Context: an optimization exercise on an open-source flow, tuned for small area. The choices shown serve that exercise and are no tape-out recipe. The RTL was checked by simulation tests, not by an equivalence proof against the original design. Power figures rest on the tool's default switching activity, not on a simulated workload.

## lane 1
Design AXI_connect, start of the top module:
module AXI_connect
    #( parameter
                ADDR = 32,
                VALID = 1,
                PROT = 3,
                DATA = 32,
                STRB = 4,
                READY = 1,
                RESP = 2
    )
    ( clk, rst,
    M00_AWADDR, M00_ARADDR, M00_AWVALID, M00_WVALID, M00_ARVALID, M00_AWPROT, M00_ARPROT, M00_WDATA, M00_WSTRB, M00_BREADY, M00_RREADY,
    S00_BVALID, S00_RVALID, S00_RDATA, S00_AWREADY, S00_WREADY, S00_ARREADY, S00_BRESP, S00_RRESP,
    S01_BVALID, S01_RVALID, S01_RDATA, S01_AWREADY, S01_WREADY, S01_ARREADY, S01_BRESP, S01_RRESP,
    S02_BVALID, S02_RVALID, S02_RDATA, S02_AWREADY, S02_WREADY, S02_ARREADY, S02_BRESP, S02_RRESP,
    S03_BVALID, S03_RVALID, S03_RDATA, S03_AWREADY, S03_WREADY, S03_ARREADY, S03_BRESP, S03_RRESP,
    S04_BVALID, S04_RVALID, S04_RDATA, S04_AWREADY, S04_WREADY, S04_ARREADY, S04_BRESP, S04_RRESP,
    S05_BVALID, S05_RVALID, S05_RDATA, S05_AWREADY, S05_WREADY, S05_ARREADY, S05_BRESP, S05_RRESP,
    S00_AWADDR, S00_ARADDR, S00_AWVALID, S00_WVALID, S00_ARVALID, S00_AWPROT, S00_ARPROT, S00_WDATA, S00_WSTRB, S00_BREADY, S00_RREADY,
    S01_AWADDR, S01_ARADDR, S01_AWVALID, S01_WVALID, S01_ARVALID, S01_AWPROT, S01_ARPROT, S01_WDATA, S01_WSTRB, S01_BREADY, S01_RREADY,
    S02_AWADDR, S02_ARADDR, S02_AWVALID, S02_WVALID, S02_ARVALID, S02_AWPROT, S02_ARPROT, S02_WDATA, S02_WSTRB, S02_BREADY, S02_RREADY,
    S03_AWADDR, S03_ARADDR, S03_AWVALID, S03_WVALID, S03_ARVALID, S03_AWPROT, S03_ARPROT, S03_WDATA, S03_WSTRB, S03_BREADY, S03_RREADY,
    S04_AWADDR, S04_ARADDR, S04_AWVALID, S04_WVALID, S04_ARVALID, S04_AWPROT, S04_ARPROT, S04_WDATA, S04_WSTRB, S04_BREADY, S04_RREADY,
    S05_AWADDR, S05_ARADDR, S05_AWVALID, S05_WVALID, S05_ARVALID, S05_AWPROT, S05_ARPROT, S05_WDATA, S05_WSTRB, S05_BREADY, S05_RREADY,
    M00_BVALID, M00_RVALID, M00_RDATA, M00_AWREADY, M00_WREADY, M00_ARREADY, M00_BRESP, M00_RRESP
    );
export LEC_CHECK = 0
export CAP_MARGIN = 20
export CORE_AREA = 5 5 365 365
export CTS_BUF_LIST = sky130_fd_sc_hd__clkbuf_2 sky130_fd_sc_hd__clkbuf_4 sky130_fd_sc_hd__clkbuf_8
export DIE_AREA = 0 0 370 370
export PLACE_DENSITY = 0.4
export SLEW_MARGIN = 20
create_clock -name core_clock -period 6.0 [get_ports {clk}]
standard.sh (not shown) runs the stock make flow with config.mk's settings and CLKGATE_MAP_FILE= SYNTH_SCRIPT=/design/flow/synth_recipe.tcl, a recipe that flattens the netlist after the stock synthesis.
==> flow/flow/run.sh <==
#!/bin/bash
# Standard ORFS layout with two changes:
#  - synthesis maps the logic with an area-oriented ABC script (flow/abc_speed.script);
#    everything else in ORFS's scripts is used unchanged (copied to ./orfs_scripts);
#  - the port buffers are the smallest buffer cell.
set -eo pipefail
here=$(pwd)
rm -rf "$here/orfs_scripts"
cp -r "$FLOW_HOME/scripts" "$here/orfs_scripts"
cp "$here/flow/abc_speed.script" "$here/orfs_scripts/abc_speed.script"
export BUFFER_PORTS_ARGS="-buffer_cell sky130_fd_sc_hd__buf_1"
bash standard.sh SCRIPTS_DIR="$here/orfs_scripts" synth > synth.log 2>&1
bash standard.sh > standard.log 2>&1
==> flow/flow/abc_speed.script <==
strash
dch
amap
## Diff of input files: lane 2 against lane 1
Settings: a change of CORE_AREA from 5 5 365 365 to 5 5 395 395; a change of DIE_AREA from 0 0 370 370 to 0 0 400 400.
--- outcome ---
- Lane 2 went all the way through the flow, and no timing, DRC or antenna check failed.
- What lane 1 reported for post-DP HPWL has to be multiplied by 1.16 to get the figure for lane 2.
- Largest stage delay on the critical path: lane 2 vs lane 1 down 60 ps
- Of the two candidates, lane 1 has the better final cell area excluding filler cells and lane 2 the worse one.
- In the tables for lane 1 and lane 2, standard-cell row count reads lower with lane 1.
- Changes observed in lane 2 relative to lane 1: tap cell instance count has increased, portion of total power attributed to combinational logic has increased, filler-free cell count of the finished design has increased, total inserted antenna cells has increased, setup slack has increased.

========
run A:
AXI_connect again, from the RTL that the note above started with.
==> flow/design.v (excerpt) <==
module AXI_connect
    #( parameter
                ADDR = 32,
                VALID = 1,
                PROT = 3,
                DATA = 32,
                STRB = 4,
                READY = 1,
                RESP = 2
    )
    ( clk, rst,
    M00_AWADDR, M00_ARADDR, M00_AWVALID, M00_WVALID, M00_ARVALID, M00_AWPROT, M00_ARPROT, M00_WDATA, M00_WSTRB, M00_BREADY, M00_RREADY,
    S00_BVALID, S00_RVALID, S00_RDATA, S00_AWREADY, S00_WREADY, S00_ARREADY, S00_BRESP, S00_RRESP,
    S01_BVALID, S01_RVALID, S01_RDATA, S01_AWREADY, S01_WREADY, S01_ARREADY, S01_BRESP, S01_RRESP,
    S02_BVALID, S02_RVALID, S02_RDATA, S02_AWREADY, S02_WREADY, S02_ARREADY, S02_BRESP, S02_RRESP,
    S03_BVALID, S03_RVALID, S03_RDATA, S03_AWREADY, S03_WREADY, S03_ARREADY, S03_BRESP, S03_RRESP,
    S04_BVALID, S04_RVALID, S04_RDATA, S04_AWREADY, S04_WREADY, S04_ARREADY, S04_BRESP, S04_RRESP,
    S05_BVALID, S05_RVALID, S05_RDATA, S05_AWREADY, S05_WREADY, S05_ARREADY, S05_BRESP, S05_RRESP,
    S00_AWADDR, S00_ARADDR, S00_AWVALID, S00_WVALID, S00_ARVALID, S00_AWPROT, S00_ARPROT, S00_WDATA, S00_WSTRB, S00_BREADY, S00_RREADY,
    S01_AWADDR, S01_ARADDR, S01_AWVALID, S01_WVALID, S01_ARVALID, S01_AWPROT, S01_ARPROT, S01_WDATA, S01_WSTRB, S01_BREADY, S01_RREADY,
    S02_AWADDR, S02_ARADDR, S02_AWVALID, S02_WVALID, S02_ARVALID, S02_AWPROT, S02_ARPROT, S02_WDATA, S02_WSTRB, S02_BREADY, S02_RREADY,
    S03_AWADDR, S03_ARADDR, S03_AWVALID, S03_WVALID, S03_ARVALID, S03_AWPROT, S03_ARPROT, S03_WDATA, S03_WSTRB, S03_BREADY, S03_RREADY,
    S04_AWADDR, S04_ARADDR, S04_AWVALID, S04_WVALID, S04_ARVALID, S04_AWPROT, S04_ARPROT, S04_WDATA, S04_WSTRB, S04_BREADY, S04_RREADY,
    S05_AWADDR, S05_ARADDR, S05_AWVALID, S05_WVALID, S05_ARVALID, S05_AWPROT, S05_ARPROT, S05_WDATA, S05_WSTRB, S05_BREADY, S05_RREADY,
    M00_BVALID, M00_RVALID, M00_RDATA, M00_AWREADY, M00_WREADY, M00_ARREADY, M00_BRESP, M00_RRESP
    );
export LEC_CHECK = 0
export CAP_MARGIN = 20
export CORE_AREA = 5 5 395 395
export CTS_BUF_LIST = sky130_fd_sc_hd__clkbuf_1 sky130_fd_sc_hd__clkbuf_2 sky130_fd_sc_hd__clkbuf_4
export DIE_AREA = 0 0 400 400
export GPL_TIMING_DRIVEN = 0
export PLACE_DENSITY = 0.9
export SLEW_MARGIN = 20
create_clock -name core_clock -period 6.0 [get_ports {clk}]
==> flow/flow/run.sh <==
#!/bin/bash
# Standard ORFS layout with two changes:
#  - synthesis maps the logic with an area-oriented ABC script (flow/abc_speed.script);
#    everything else in ORFS's scripts is used unchanged (copied to ./orfs_scripts);
#  - the port buffers are the smallest buffer cell;
#  - the pins of each bit of a routed signal are placed side by side (flow/pin_groups.txt).
set -eo pipefail
here=$(pwd)
rm -rf "$here/orfs_scripts"
cp -r "$FLOW_HOME/scripts" "$here/orfs_scripts"
cp "$here/flow/abc_speed.script" "$here/orfs_scripts/abc_speed.script"
export BUFFER_PORTS_ARGS="-buffer_cell sky130_fd_sc_hd__buf_1"
export PLACE_PINS_ARGS="$(cat "$here/flow/pin_groups.txt")"
export PRE_RESIZE_TCL="$here/flow/presize.tcl"
export REMOVE_ABC_BUFFERS=1
bash standard.sh SCRIPTS_DIR="$here/orfs_scripts" synth > synth.log 2>&1
bash standard.sh > standard.log 2>&1
==> flow/flow/presize.tcl <==
# Before repair_design: drivers of high-fanout nets get a stronger cell of the same
# function, so the repair does not need to split those nets with large buffers.
foreach net [get_nets *] {
  set loads [get_pins -quiet -of_objects $net -filter "direction==input"]
  if { [llength $loads] < 16 } { continue }
  set drvr [get_pins -quiet -of_objects $net -filter "direction==output"]
  if { [llength $drvr] != 1 } { continue }
  set inst [get_cells -of_objects $drvr]
  set ref [get_property $inst ref_name]
  if { ![regexp {^(sky130_fd_sc_hd__\w+)_[12]$} $ref -> base] } { continue }
  set strong [get_lib_cells -quiet */${base}_4]
  if { [llength $strong] == 0 } { continue }
  puts "presize: [get_full_name $inst] $ref -> ${base}_4 (fanout [llength $loads])"
  replace_cell $inst [get_name [lindex $strong 0]]
}
Scripts as last shown in full above: flow/flow/abc_speed.script
Other scripts of this flow, unchanged in this note and not shown: flow/flow/pin_groups.txt
Run A: full flow OK, the timing, design-rule and antenna checks passed
> inputs changed (run A -> run B)
# run A
export LEC_CHECK = 0
export CAP_MARGIN = 20
export CORE_AREA = 5 5 395 395
export CTS_BUF_LIST = sky130_fd_sc_hd__clkbuf_1 sky130_fd_sc_hd__clkbuf_2 sky130_fd_sc_hd__clkbuf_4
export DIE_AREA = 0 0 400 400
export GPL_TIMING_DRIVEN = 0
export PLACE_DENSITY = 0.9
export SLEW_MARGIN = 20
create_clock -name core_clock -period 6.0 [get_ports {clk}]
# run B
export LEC_CHECK = 0
export CAP_MARGIN = 0
export CORE_AREA = 5 5 395 395
export CTS_BUF_LIST = sky130_fd_sc_hd__clkbuf_1 sky130_fd_sc_hd__clkbuf_2 sky130_fd_sc_hd__clkbuf_4
export DIE_AREA = 0 0 400 400
export PLACE_DENSITY = 0.7
export SLEW_MARGIN = 0
create_clock -name core_clock -period 6.0 [get_ports {clk}]
--- a/flow/flow/run.sh
+++ b/flow/flow/run.sh
@@ -13,4 +13,2 @@
 export PLACE_PINS_ARGS="$(cat "$here/flow/pin_groups.txt")"
-export PRE_RESIZE_TCL="$here/flow/presize.tcl"
-export REMOVE_ABC_BUFFERS=1
 bash standard.sh SCRIPTS_DIR="$here/orfs_scripts" synth > synth.log 2>&1
removed: flow/flow/presize.tcl
[summary]
- Looking at the reports, run B completed the entire flow and the layout it produced met the timing, design-rule and antenna checks.
- Compared with run A, in run B fill cell total of the finished layout barely changed, worst path setup slack after routing climbed 180 ps.
- Higher global-route wire length before repair was reported by run A, not run B.
- Compared run B against run A; sequential power within noise.
- Minimum clock period, run B and run A: higher on run A
Setup changes, run B to run C
# run B
export LEC_CHECK = 0
export CAP_MARGIN = 0
export CORE_AREA = 5 5 395 395
export CTS_BUF_LIST = sky130_fd_sc_hd__clkbuf_1 sky130_fd_sc_hd__clkbuf_2 sky130_fd_sc_hd__clkbuf_4
export DIE_AREA = 0 0 400 400
export PLACE_DENSITY = 0.7
export SLEW_MARGIN = 0
create_clock -name core_clock -period 6.0 [get_ports {clk}]
# run C
export LEC_CHECK = 0
export CAP_MARGIN = 20
export CORE_AREA = 5 5 395 395
export CTS_BUF_LIST = sky130_fd_sc_hd__clkbuf_1 sky130_fd_sc_hd__clkbuf_2 sky130_fd_sc_hd__clkbuf_4
export DIE_AREA = 0 0 400 400
export PLACE_DENSITY = 0.4
export SLEW_MARGIN = 20
create_clock -name core_clock -period 6.0 [get_ports {clk}]
==> summary.txt <==
Run C | status: complete | timing, DRC, antenna: pass. Of run C and run B, the run reporting the higher clock share of power was run C. Going from run B to run C, area added between synthesis and finish has increased, via count grew by about 2%, final core area utilization has remained practically unchanged. Against run B as the reference, run C delivers a higher global-route usage. The power share of the sequential group on run B is in line with that on run C. Run C ended with less portion of the clock cycle consumed by the worst path in the final layout than run B. Share of cell area taken by flip-flops and latches essentially unchanged between run C and run B.

## static timing again, ports no longer ideal
The results above use ideal ports. As a check the final layouts listed here were re-extracted and re-timed, cells and wires unchanged.
Step 1 assumes that a clkbuf_16 drives the clock port and a buf_2 every other input.
Step 2, shift: input delay + t, output delay - t, t = (earliest + latest rising clock arrival at the registers) / 2. This alone moves slack from input paths to output paths.
Slacks: no drivers / after step 1 / after step 2; pairs: no drivers / after step 1.
run	shift t [ns]	slack for setup (ns)	worst register clock-pin slew, ns
lane 1	0.282	0.729 / 0.701 / 0.701	0.05 / 0.05
lane 2	0.265	0.794 / 0.772 / 0.772	0.05 / 0.05
run A	0.332	0.128 / 0.104 / 0.104	0.07 / 0.07
run B	0.326	0.309 / 0.284 / 0.284	0.07 / 0.07
run C	0.341	0.717 / 0.692 / 0.692	0.07 / 0.07
After both steps setup and hold are still met in every run listed. For lane 1, which loses most, drivers alone change the setup slack by -0.028 ns; drivers and shift together by -0.028 ns.
